Source: an optimization exercise on an open RTL-to-GDS flow (aim: a short achievable clock period and few clock cycles). Production flows keep margins and buffers that such runs may drop.
Only simulation tests tie the RTL to the original design; equivalence was not proved.
Power and IR drop assume default switching activity.

## cpu
module cpu #(
    parameter W = 32
) (
    input wire clk, rst,
    output wire[W-1:0] pc,
    input wire[W-1:0] read_inst,
    output reg load_en,
    output reg[W-1:0] l_addr,
    input wire[W-1:0] l_data,
    output reg store_en,
    output reg[W-1:0] s_addr,
    output reg[W-1:0] s_data
);
export LEC_CHECK = 0
export ABC_CLOCK_PERIOD_IN_PS = 2500
export CAP_MARGIN = 20
export CORE_MARGIN = 2
export CORE_UTILIZATION = 40
export PLACE_DENSITY = 0.6
export SETUP_SLACK_MARGIN = 4.5
export SLEW_MARGIN = 20
export TNS_END_PERCENT = 100
create_clock -name core_clock -period 7.5 [get_ports {clk}]
run.sh (not shown) runs the stock make flow with config.mk's settings and CLKGATE_MAP_FILE= SYNTH_SCRIPT=/design/flow/synth_recipe.tcl, a recipe that flattens the netlist after the stock synthesis.
Testbench counts at the start, summed over its fixed seeds: cycles 52,872.
Next try:
--- a/flow/design.v
+++ b/flow/design.v
@@ -31,14 +31,15 @@
     reg        e_load, e_store, e_we;
     reg [4:0]  e_dest;
     reg [2:0]  e_mode;
     reg        e_br, e_jr, e_pred;
     reg [2:0]  e_bt;             
     reg        r_eq, r_ne, r_le, r_gt, r_lt, r_ge, r_jr;
     reg        e_sdld;           
+    reg        e_sdfw, e_altfw;   
     reg [1:0]  e_sdm;            
     reg [31:0] pcE, e_btgt;
     reg        m_we, m_load;
     reg [4:0]  m_dest;
     reg [2:0]  m_mode;
     reg [31:0] m_res;
     reg [31:0] regs [1:31];
@@ -115,15 +116,15 @@
             3'd4: taken = A[31];
             default: taken = ~A[31];
         endcase
     end
     wire e_redirect = r_jr | (r_eq & a_eq_b) | (r_ne & ~a_eq_b) |
                       (r_le & (A[31] | a_zero)) | (r_gt & ~A[31] & ~a_zero) |
                       (r_lt & A[31]) | (r_ge & ~A[31]);
-    wire [31:0] e_target = ALT;
+    wire [31:0] e_target = e_altfw ? m_res : ALT;
     wire [5:0] op = ir[31:26];
     wire [5:0] fn = ir[5:0];
     wire [4:0] rs = ir[25:21];
     wire [4:0] rt = ir[20:16];
     wire [4:0] rd = ir[15:11];
     wire [15:0] im = ir[15:0];
     wire rtype = (op == 6'b000000);
@@ -290,19 +291,18 @@
         else vE <= go_E;
         A <= A_nx;
         An <= ~A_nx;
         if (selB_fwd & e_add) B <= sum_a;
         else if (selB_fwd & e_sub) B <= sum_s;
         else if (selB_fwd) B <= e_rest;
         else B <= B_early;
-        if (fE_rt & e_add) SD <= sum_a;
-        else if (fE_rt & e_sub) SD <= sum_s;
-        else if (fE_rt) SD <= e_rest;
-        else SD <= rt_m;
-        if (d_jr | d_jalr) ALT <= (fE_rs & e_add) ? sum_a : (fE_rs & e_sub) ? sum_s : fE_rs ? e_rest : rs_m;
+        SD <= rt_m;
+        e_sdfw <= fE_rt;
+        e_altfw <= (d_jr | d_jalr) & fE_rs;
+        if (d_jr | d_jalr) ALT <= rs_m;
         else if (d_pred) ALT <= pc4D;
         else ALT <= btgt;
         pcE <= pcD;
         e_btgt <= btgt;
         e_sdld <= d_sdld;
         e_sdm <= op[1:0];
         e_add  <= (d_rr & (fn[3:1] == 3'b000)) | d_load | d_store |
@@ -343,15 +343,15 @@
         if (d_beq) e_bt <= 3'd0;
         else if (d_bne) e_bt <= 3'd1;
         else if (d_blez) e_bt <= 3'd2;
         else if (d_bgtz) e_bt <= 3'd3;
         else if (rt[0]) e_bt <= 3'd5;
         else e_bt <= 3'd4;
     end
-    wire [31:0] sd_v = e_sdld ? ld_ext : SD;
+    wire [31:0] sd_v = e_sdld ? ld_ext : e_sdfw ? m_res : SD;
     always @(posedge clk) begin
         if (rst) begin
             m_we <= 1'b0;
             load_en <= 1'b0;
             store_en <= 1'b0;
         end else begin
             m_we <= vE & e_we;
Power came out lower slightly.
Register-to-register slack is better by 270 ps.
Final cell count came out lower slightly.
Hold slack is worse by 40 ps.
Core utilization came out higher by 0.41 points.
Count of clock-buffer cells in the layout came out lower by 3.
Die area came out lower slightly.
Testbench counts after the change, summed over its fixed seeds: cycles 52,872.

* * *

Another version of the RTL of cpu (not shown whole).
Size in the first run: about 8,400 cells after synthesis, about 2,300 flip-flops, roughly 200 I/O pins.
make LEC_CHECK=0 ABC_CLOCK_PERIOD_IN_PS=2500 CAP_MARGIN=20 CORE_MARGIN=2 CORE_UTILIZATION=40 PLACE_DENSITY=0.6 SETUP_SLACK_MARGIN=4.5 SLEW_MARGIN=20 TNS_END_PERCENT=100 finish   # period 7.5 ns
The first run finished with timing, DRC and antenna clean.
Testbench counts at the start, summed over its fixed seeds: cycles 52,872.
Then changed:
--- a/flow/design.v
+++ b/flow/design.v
@@ -6,19 +6,19 @@
     input wire[W-1:0] read_inst,
     output reg load_en,
     output reg[W-1:0] l_addr,
     input wire[W-1:0] l_data,
     output reg store_en,
     output reg[W-1:0] s_addr,
     output reg[W-1:0] s_data
 );
     reg [31:0] pc_r;             
-    reg [11:2] pc_n;             
+    reg [31:0] pc_n;             
     assign pc = pc_r;
     reg        vD;
     reg [31:0] ir;
     reg [31:0] pcD, pc4D;
     reg [31:0] pc4Dn;            
     reg [31:0] rsF, rtF;         
     reg        w_we;             
     reg [4:0]  w_dest;
     reg [31:0] w_val;
@@ -112,21 +112,21 @@
         case (e_bt)
             3'd0: taken = a_eq_b;
             3'd1: taken = ~a_eq_b;
             3'd2: taken = A[31] | a_zero;
             3'd3: taken = ~A[31] & ~a_zero;
             3'd4: taken = A[31];
             default: taken = ~A[31];
         endcase
     end
-    wire e_redirect = r_jr | (r_eq & a_eq_b) | (r_ne & ~a_eq_b) |
+    wire e_redirect = vE & (r_jr | (r_eq & a_eq_b) | (r_ne & ~a_eq_b) |
                       (r_le & (A[31] | a_zero)) | (r_gt & ~A[31] & ~a_zero) |
-                      (r_lt & A[31]) | (r_ge & ~A[31]);
+                      (r_lt & A[31]) | (r_ge & ~A[31]));
     wire [31:0] e_target = e_altfw ? m_res : ALT;
     wire [5:0] op = ir[31:26];
     wire [5:0] fn = ir[5:0];
     wire [4:0] rs = ir[25:21];
     wire [4:0] rt = ir[20:16];
     wire [4:0] rd = ir[15:11];
     wire [15:0] im = ir[15:0];
     wire rtype = (op == 6'b000000);
     wire d_shi  = rtype & (fn == 6'b000000 || fn == 6'b000010 || fn == 6'b000011);
@@ -212,35 +212,35 @@
         f_tgt = 32'b0;
         f_pt = 1'b0;
         f_ok = 1'b0;
         for (i = 0; i < NB; i = i + 1) begin
             f_hitv[i] = bt_v[i] & (bt_tag[i][11:2] == ~pc_n[11:2]);
             if (f_hitv[i] & bt_ctr[i][1] & ~bt_ex[i]) begin
                 f_pt = 1'b1;
                 f_tgt = f_tgt | bt_tgt[i];
             end
-            if (f_hitv[i] & (bt_tag[i] == pc_r)) f_ok = 1'b1;
+            if (f_hitv[i] & (bt_tag[i] == ~pc_n)) f_ok = 1'b1;
         end
     end
     wire f_hit = |f_hitv;
     wire [31:0] pc_p4 = pc_r + 32'd4;
     reg [31:0] pc_seq;
     always @(*) begin
         if (stall) pc_seq = pc_r;
         else if (d_redirect) pc_seq = d_target;
         else if (f_pt) pc_seq = f_tgt;
         else if (f_j) pc_seq = f_jt;
         else pc_seq = pc_p4;
     end
     wire [31:0] pc_next = rst ? 32'b0 : e_redirect ? e_target : pc_seq;
     always @(posedge clk) begin
         pc_r <= pc_next;
-        pc_n <= ~pc_next[11:2];
+        pc_n <= ~pc_next;
     end
     always @(posedge clk) begin
         if (rst | e_redirect) vD <= 1'b0;
         else if (!stall) vD <= ~d_redirect;
         if (stall) begin
             rsF <= rs_m;
             rtF <= rt_m;
         end
         if (!stall) begin
@@ -283,18 +283,19 @@
         else if (d_imm | d_load | d_store) B_early = sext;
         else B_early = rt_m;
     end
     wire [31:0] A_nx = (selA_fwd & e_add) ? sum_a : (selA_fwd & e_sub) ? sum_s :
                        selA_fwd ? e_rest : A_early;
     wire go_E = vD & ~stall & ~e_redirect & ~rst;
     always @(posedge clk)
         stall_r <= go_E & d_load & d_we &
                    ((f_use_rs & (f_rs == d_dest)) | (f_use_rt & (f_rt == d_dest)));
+    wire go_Er = vD & ~stall & ~rst;         
     always @(posedge clk) begin
         if (rst) vE <= 1'b0;
         else vE <= go_E;
         A <= A_nx;
         An <= ~A_nx;
         if (selB_fwd & e_add) B <= sum_a;
         else if (selB_fwd & e_sub) B <= sum_s;
         else if (selB_fwd) B <= e_rest;
         else B <= B_early;
@@ -328,25 +329,25 @@
         case (op)
             6'b100001: e_mode <= 3'd1;
             6'b100101: e_mode <= 3'd2;
             6'b100000: e_mode <= 3'd3;
             6'b100100: e_mode <= 3'd4;
             default:   e_mode <= 3'd0;
         endcase
         e_br   <= d_br;
         e_back <= d_back;
-        r_jr <= go_E & (d_jr | d_jalr);
-        r_eq <= go_E & d_br & ((d_beq & ~d_pred) | (d_bne & d_pred));
-        r_ne <= go_E & d_br & ((d_bne & ~d_pred) | (d_beq & d_pred));
-        r_le <= go_E & d_br & ((d_blez & ~d_pred) | (d_bgtz & d_pred));
-        r_gt <= go_E & d_br & ((d_bgtz & ~d_pred) | (d_blez & d_pred));
-        r_lt <= go_E & d_br & d_rimm & ((~rt[0] & ~d_pred) | (rt[0] & d_pred));
-        r_ge <= go_E & d_br & d_rimm & ((rt[0] & ~d_pred) | (~rt[0] & d_pred));
+        r_jr <= go_Er & (d_jr | d_jalr);
+        r_eq <= go_Er & d_br & ((d_beq & ~d_pred) | (d_bne & d_pred));
+        r_ne <= go_Er & d_br & ((d_bne & ~d_pred) | (d_beq & d_pred));
+        r_le <= go_Er & d_br & ((d_blez & ~d_pred) | (d_bgtz & d_pred));
+        r_gt <= go_Er & d_br & ((d_bgtz & ~d_pred) | (d_blez & d_pred));
+        r_lt <= go_Er & d_br & d_rimm & ((~rt[0] & ~d_pred) | (rt[0] & d_pred));
+        r_ge <= go_Er & d_br & d_rimm & ((rt[0] & ~d_pred) | (~rt[0] & d_pred));
         e_jr   <= d_jr | d_jalr;
         e_pred <= d_pred;
         if (d_beq) e_bt <= 3'd0;
         else if (d_bne) e_bt <= 3'd1;
         else if (d_blez) e_bt <= 3'd2;
         else if (d_bgtz) e_bt <= 3'd3;
         else if (rt[0]) e_bt <= 3'd5;
         else e_bt <= 3'd4;
     end
=>
- final cell count barely changes
- die area barely changes
- clock-buffer cell count climbs by 9
- design area drops by 0.44%
- sequential share of layout area climbs by 0.60 points
- power climbs by 0.81%
- flip-flop and latch count climbs by 22
- synthesized cell count is about the same
- worst hold slack gets worse by 38 ps
Testbench counts after the change, summed over its fixed seeds: cycles 52,872.

-- re-timing with driven ports --
The results above use ideal ports. As a check the final layouts listed here were re-extracted and re-timed, cells and wires unchanged.
Step 1: set_driving_cell puts a clkbuf_16 on clk and a buf_2 on each other input, an assumption about the parent block.
Step 2 moves the port delays by t, midway between the first and last clock arrival at a register: inputs arrive t later, outputs are due t later. That takes back most of the time a late clock gives input paths.
Three values: no drivers, after step 1, after step 2; two values: the first two.
| run | t (ns) | setup WS [ns] | worst setup path at the end | worst data-port slew with drivers (ns) |
|---|---|---|---|---|
| the first run of note 1 | 0.969 | 3.946 / 3.946 / 3.270 | input to register | 0.50 |
| the second run of note 1 | 0.962 | 4.213 / 4.213 / 3.254 | input to register | 0.30 |
| the first run of note 2 | 0.968 | 3.962 / 3.962 / 3.278 | input to register | 0.46 |
| the second run of note 2 | 0.980 | 4.095 / 4.095 / 3.331 | input to register | 0.31 |
After both steps every run listed still meets setup and hold. The setup slack of the second run of note 1, which loses most, moves by 0.000 ns with the drivers and by -0.959 ns with both steps.
